Background: an optimization exercise with open tools, aiming at small area. Do not read the settings as production practice.
Function was checked by simulation only, so behaviour that the tests miss may differ from the original.
The clock port is modelled as an ideal driver, which makes a skipped or thinned clock tree look cheaper than it is; a real chip needs a root buffer or a tree.
Power is estimated from default activity; no workload was simulated.

==> 09-27 <==
==> flow/design.v (excerpt) <==
module top_module (
    input  logic       clk,
    input  logic       reset,
    input  logic [3:0] dip_switch,
    input  logic       input_ready1,
    input  logic       input_ready2,
    output logic [6:0] segments,
    output logic [3:0] display_select
);
==> module input_manager, before the edit <==
module input_manager (
    input  logic       clk,
    input  logic       reset,
    input  logic [3:0] dip_switch,
    input  logic       input_ready,
    input  logic       freeze,           
    output logic [3:0] hundreds,
    output logic [3:0] tens,
    output logic [3:0] units,
    output logic       done              
);
    logic [1:0] pos;
    localparam logic [3:0] HUNDREDS_INV = 4'b0011;
    localparam logic [3:0] TENS_INV     = 4'b1111;
    localparam logic [3:0] UNITS_INV    = 4'b0001;
    logic [3:0] hundreds_q, tens_q, units_q;
    logic take;
    assign take = input_ready & ~freeze;
    assign done = input_ready & pos[1];
    always_ff @(posedge clk or posedge reset) begin
        if (reset)            pos <= 2'b00;
        else if (input_ready) pos <= {pos[0] & ~pos[1], ~pos[1]};
    end
    always_ff @(posedge clk) begin
        if (take & ~pos[0])          hundreds_q <= dip_switch ^ HUNDREDS_INV;
        if (take & pos[0] & ~pos[1]) tens_q     <= dip_switch ^ TENS_INV;
        if (take & pos[1])           units_q    <= dip_switch ^ UNITS_INV;
    end
    assign hundreds = hundreds_q ^ HUNDREDS_INV;
    assign tens     = tens_q ^ TENS_INV;
    assign units    = units_q ^ UNITS_INV;
endmodule
clock: 14.0 ns
lec_check: 0
abc_area: 1
cap_margin: 20
core_margin: 2
core_utilization: 60
slew_margin: 20
standard.sh (not shown) runs the stock make flow with config.mk's settings and CLKGATE_MAP_FILE= SYNTH_SCRIPT=/design/flow/synth_recipe.tcl, a recipe that flattens the netlist after the stock synthesis.
==> flow/flow/run.sh <==
#!/bin/bash
# Standard synthesis; then its combinational logic re-mapped with a stronger
# ABC script (flip-flops untouched, full adders mapped to the full-adder cell,
# result proven equivalent); then the standard layout, with the smallest
# port buffers and a clock distributed by a few buffers (flow/pre_cts.tcl).
# Each tool's output goes to a log file here.
set -euo pipefail
W=$PWD
R=$W/orfs/results/$FLOW_PLATFORM/top_module/base
YOSYS=$FLOW_HOME/../tools/install/yosys/bin/yosys
[[ -x $YOSYS ]] || YOSYS=yosys

bash standard.sh synth > $W/synth.log 2>&1

cp $R/1_2_yosys.v $W/std_1_2_yosys.v
export REOPT_LIB=$FLOW_HOME/platforms/$FLOW_PLATFORM/lib/sky130_fd_sc_hd__tt_025C_1v80.lib
export REOPT_IN=$W/std_1_2_yosys.v
export REOPT_TOP=$FLOW_TOP
export REOPT_FA=-fa
export REOPT_ADDER_MAP=$FLOW_HOME/platforms/$FLOW_PLATFORM/cells_adders_hd.v
export REOPT_DONT_USE="$(grep -o -- '-dont_use [A-Za-z0-9_]*' $W/orfs/logs/$FLOW_PLATFORM/top_module/base/1_2_yosys.log | awk '{print $2}' | sort -u | tr '\n' ' ')"

# ABC's search depends on its random seed: map with several seeds (in
# parallel) and keep the smallest netlist that is proven equivalent to the
# standard one.
SEEDS="1 2 3 4 5 6 7 8"
for s in $SEEDS; do
  mkdir -p $W/reopt_$s
  sed "s/@SEED@/$s/" $W/flow/reopt.abc.in > $W/reopt_$s/reopt.abc
  ( export REOPT_DIR=$W/reopt_$s REOPT_OUT=$W/reopt_$s/netlist.v REOPT_SCRIPT=$W/reopt_$s/reopt.abc
    $YOSYS -c $W/flow/reopt.tcl > $W/reopt_$s/reopt.log 2>&1 || true ) &
  while (( $(jobs -rp | wc -l) >= ${NUM_CORES:-4} )); do sleep 0.2; done
done
wait
BEST=""
BEST_AREA=""
for s in $SEEDS; do
  A=$(grep -i 'chip area' $W/reopt_$s/reopt_after.stat 2>/dev/null | awk '{print $NF}' || true)
  [[ -n $A && -f $W/reopt_$s/netlist.v ]] || continue
  sed -e "s|@LIB@|$REOPT_LIB|" -e "s|@GOLD@|$REOPT_IN|" -e "s|@GATE@|$W/reopt_$s/netlist.v|" -e "s|@TOP@|$FLOW_TOP|g" \
      $W/flow/equiv.ys.in > $W/reopt_$s/equiv.ys
  $YOSYS -s $W/reopt_$s/equiv.ys > $W/reopt_$s/equiv.log 2>&1 || continue
  echo "seed $s: area $A, equivalent" >> $W/reopt_summary.log
  if [[ -z $BEST ]] || awk "BEGIN{exit !($A < $BEST_AREA)}"; then BEST=$s; BEST_AREA=$A; fi
done
echo "chosen seed: ${BEST:-none} ($BEST_AREA)" >> $W/reopt_summary.log
if [[ -n $BEST ]]; then
  cp $W/reopt_$BEST/netlist.v $R/1_2_yosys.v
  rm -f $R/1_synth.odb $R/1_synth.sdc
fi

# extra make variables for the layout, one per line
EXTRA=()
[[ -f $W/flow/make.args ]] && mapfile -t EXTRA < <(grep -v '^#' $W/flow/make.args | grep -v '^$')
# clock distribution: a few buffers driven by the clock port (flow/pre_cts.tcl)
EXTRA+=("PRE_CTS_TCL=$W/flow/pre_cts.tcl" "ROOT_CLK_PORT=clk")
bash standard.sh finish "${EXTRA[@]}" > $W/layout.log 2>&1
==> flow/flow/reopt.abc.in <==
strash
&get -n
&deepsyn -J 50 -S @SEED@ -T 300
&put
&get -n
&dch -f
&nf -R 1000
&put
topo
==> flow/flow/reopt.tcl <==
# Re-map the combinational logic of the standard synthesis netlist with a
# stronger ABC script.  Flip-flops (and tie cells) are kept as they are:
# same instances, names and cell types.  Full adders are extracted first and
# mapped to the full-adder cell, which ABC cannot use itself.
set lib $::env(REOPT_LIB)
yosys read_liberty -ignore_miss_func $lib
yosys blackbox sky130_fd_sc_hd__df* sky130_fd_sc_hd__edf* sky130_fd_sc_hd__sdf* sky130_fd_sc_hd__sedf* sky130_fd_sc_hd__dl* sky130_fd_sc_hd__conb*
yosys read_verilog $::env(REOPT_IN)
yosys hierarchy -top $::env(REOPT_TOP)
yosys flatten
yosys rename -hide w:_*_.*
yosys opt_clean -purge
yosys techmap
yosys opt -fast
yosys extract_fa $::env(REOPT_FA)
yosys techmap -map $::env(REOPT_ADDER_MAP)
yosys techmap
yosys opt -fast -purge
yosys tee -o $::env(REOPT_DIR)/reopt_before.stat stat -liberty $lib
set du {}
foreach c [split $::env(REOPT_DONT_USE)] { if {$c ne ""} { lappend du -dont_use $c } }
yosys abc -liberty $lib -script $::env(REOPT_SCRIPT) {*}$du
yosys setundef -zero
yosys splitnets
yosys opt_clean -purge
yosys hilomap -singleton -hicell sky130_fd_sc_hd__conb_1 HI -locell sky130_fd_sc_hd__conb_1 LO
yosys insbuf -buf sky130_fd_sc_hd__buf_4 A X
yosys tee -o $::env(REOPT_DIR)/reopt_after.stat stat -liberty $lib
yosys read_liberty -lib -ignore_redef $lib
yosys hierarchy -top $::env(REOPT_TOP)
yosys check -assert
yosys write_verilog -noattr -nohex -nodec $::env(REOPT_OUT)
Other scripts of this flow, unchanged in this note and not shown: flow/flow/equiv.ys.in, flow/flow/make.args, flow/flow/pre_cts.tcl
==> 03-17: changes against 09-27 <==
--- a/flow/design.v
+++ b/flow/design.v
@@ -12,6 +12,2 @@
     logic [1:0] pos;
-    localparam logic [3:0] HUNDREDS_INV = 4'b0011;
-    localparam logic [3:0] TENS_INV     = 4'b1111;
-    localparam logic [3:0] UNITS_INV    = 4'b0001;
-    logic [3:0] hundreds_q, tens_q, units_q;
     logic take;
@@ -24,9 +20,6 @@
     always_ff @(posedge clk) begin
-        if (take & ~pos[0])          hundreds_q <= dip_switch ^ HUNDREDS_INV;
-        if (take & pos[0] & ~pos[1]) tens_q     <= dip_switch ^ TENS_INV;
-        if (take & pos[1])           units_q    <= dip_switch ^ UNITS_INV;
+        if (take & ~pos[0])          hundreds <= dip_switch;
+        if (take & pos[0] & ~pos[1]) tens     <= dip_switch;
+        if (take & pos[1])           units    <= dip_switch;
     end
-    assign hundreds = hundreds_q ^ HUNDREDS_INV;
-    assign tens     = tens_q ^ TENS_INV;
-    assign units    = units_q ^ UNITS_INV;
 endmodule
==> flow/flow/run.sh (replaced) <==
#!/bin/bash
# Standard synthesis, then the combinational logic re-mapped with a stronger
# ABC script (registers untouched), then the standard layout.
set -euo pipefail
W=$PWD
R=$W/orfs/results/$FLOW_PLATFORM/top_module/base
YOSYS=$FLOW_HOME/../tools/install/yosys/bin/yosys
[[ -x $YOSYS ]] || YOSYS=yosys

bash standard.sh synth > $W/synth.log 2>&1

cp $R/1_2_yosys.v $W/std_1_2_yosys.v
export REOPT_LIB=$FLOW_HOME/platforms/$FLOW_PLATFORM/lib/sky130_fd_sc_hd__tt_025C_1v80.lib
export REOPT_IN=$W/std_1_2_yosys.v
export REOPT_OUT=$W/reopt_1_2_yosys.v
export REOPT_TOP=$FLOW_TOP
export REOPT_DIR=$W
export REOPT_SCRIPT=$W/flow/reopt.abc
export REOPT_FA=-fa
export REOPT_ADDER_MAP=$FLOW_HOME/platforms/$FLOW_PLATFORM/cells_adders_hd.v
export REOPT_DONT_USE="$(grep -o -- '-dont_use [A-Za-z0-9_]*' $W/orfs/logs/$FLOW_PLATFORM/top_module/base/1_2_yosys.log | awk '{print $2}' | sort -u | tr '\n' ' ')"
$YOSYS -c $W/flow/reopt.tcl > $W/reopt.log 2>&1 || true

# Use the re-mapped netlist only if it is proven equivalent to the standard one.
sed -e "s|@LIB@|$REOPT_LIB|" -e "s|@GOLD@|$REOPT_IN|" -e "s|@GATE@|$REOPT_OUT|" -e "s|@TOP@|$FLOW_TOP|g" \
    $W/flow/equiv.ys.in > $W/equiv.ys
if $YOSYS -s $W/equiv.ys > $W/equiv.log 2>&1; then
  cp $REOPT_OUT $R/1_2_yosys.v
  rm -f $R/1_synth.odb $R/1_synth.sdc
fi
# extra make variables for the layout, one per line
EXTRA=()
[[ -f $W/flow/make.args ]] && mapfile -t EXTRA < <(grep -v '^#' $W/flow/make.args | grep -v '^$')
# clock distribution: one buffer (flow/pre_cts.tcl)
EXTRA+=("PRE_CTS_TCL=$W/flow/pre_cts.tcl" "ROOT_CLK_PORT=clk")
bash standard.sh finish "${EXTRA[@]}" > $W/layout.log 2>&1
==> flow/flow/reopt.abc (new file) <==
strash
&get -n
&deepsyn -J 20 -T 300
&put
&get -n
&dch -f
&nf -R 1000
&put
topo
removed: flow/flow/reopt.abc.in
==> impl_metrics.tcl <==
set metrics [dict create \
    drt-initial-drc-count 104 \
    path_depth 25 \
    internal_power_mw 0.2298 \
    area_delta_synth_final_pct 7.227 \
    p_sw_frac 0.3107 \
    clkPwrFrac 0.165 \
    nets 236 \
    fmax_mhz 128.7 \
    pwr-share-seq 0.552 \
    crit_start "input_manager2.units[0]" \
    routed_wl_mm 3.929 \
    dpl.hpwl_mm 3.045 \
    hold_ws_ns 0.3667 \
    final_cells 263 \
    status "complete, no violations" \
    postPlaceCellArea_sq_um 2465 \
    grt_use_met2 0.3513 \
]
-- figures above: 03-17

==> impl_metrics.tcl <==
set metrics [dict create \
    status "complete, no violations" \
    routed_wl_mm 3.807 \
    clkPwrFrac 0.150 \
    layout_common_cells "edfxtp_1, dfrtp_1, buf_1" \
    hold_ws_ns 0.3615 \
    p_sw_frac 0.3232 \
    path_depth 26 \
    dpl.hpwl_mm 2.948 \
    drt-initial-drc-count 86 \
    internal_power_mw 0.2424 \
    grt_use_met2 0.3232 \
    nets 220 \
    fmax_mhz 129.5 \
    crit_start "input_manager1.units_q[0]" \
]
-- figures above: 09-27

No run of this note takes its clock network from TritonCTS; it comes from the design's own scripts or RTL.

## separate check: timing with driven ports
Ports are ideal in the flow. The routed layouts listed here were re-timed in OpenROAD. Step 1: set_driving_cell puts a clkbuf_16 on clk and a buf_2 on each other input, an assumption about the parent block. Step 2 also shifts input and output timing later by t, the mid clock arrival at the registers, as if the neighbouring blocks saw the same clock. Three values: ideal, step 1, step 2; two values: the first two.
run	t, ns	setup slack, ns	hold WS [ns]
09-27	0.199	6.277 / 6.277 / 6.277	0.362 / 0.362 / 0.362
03-17	0.203	6.231 / 6.231 / 6.231	0.367 / 0.367 / 0.367
After both steps setup and hold are still met in every run listed.
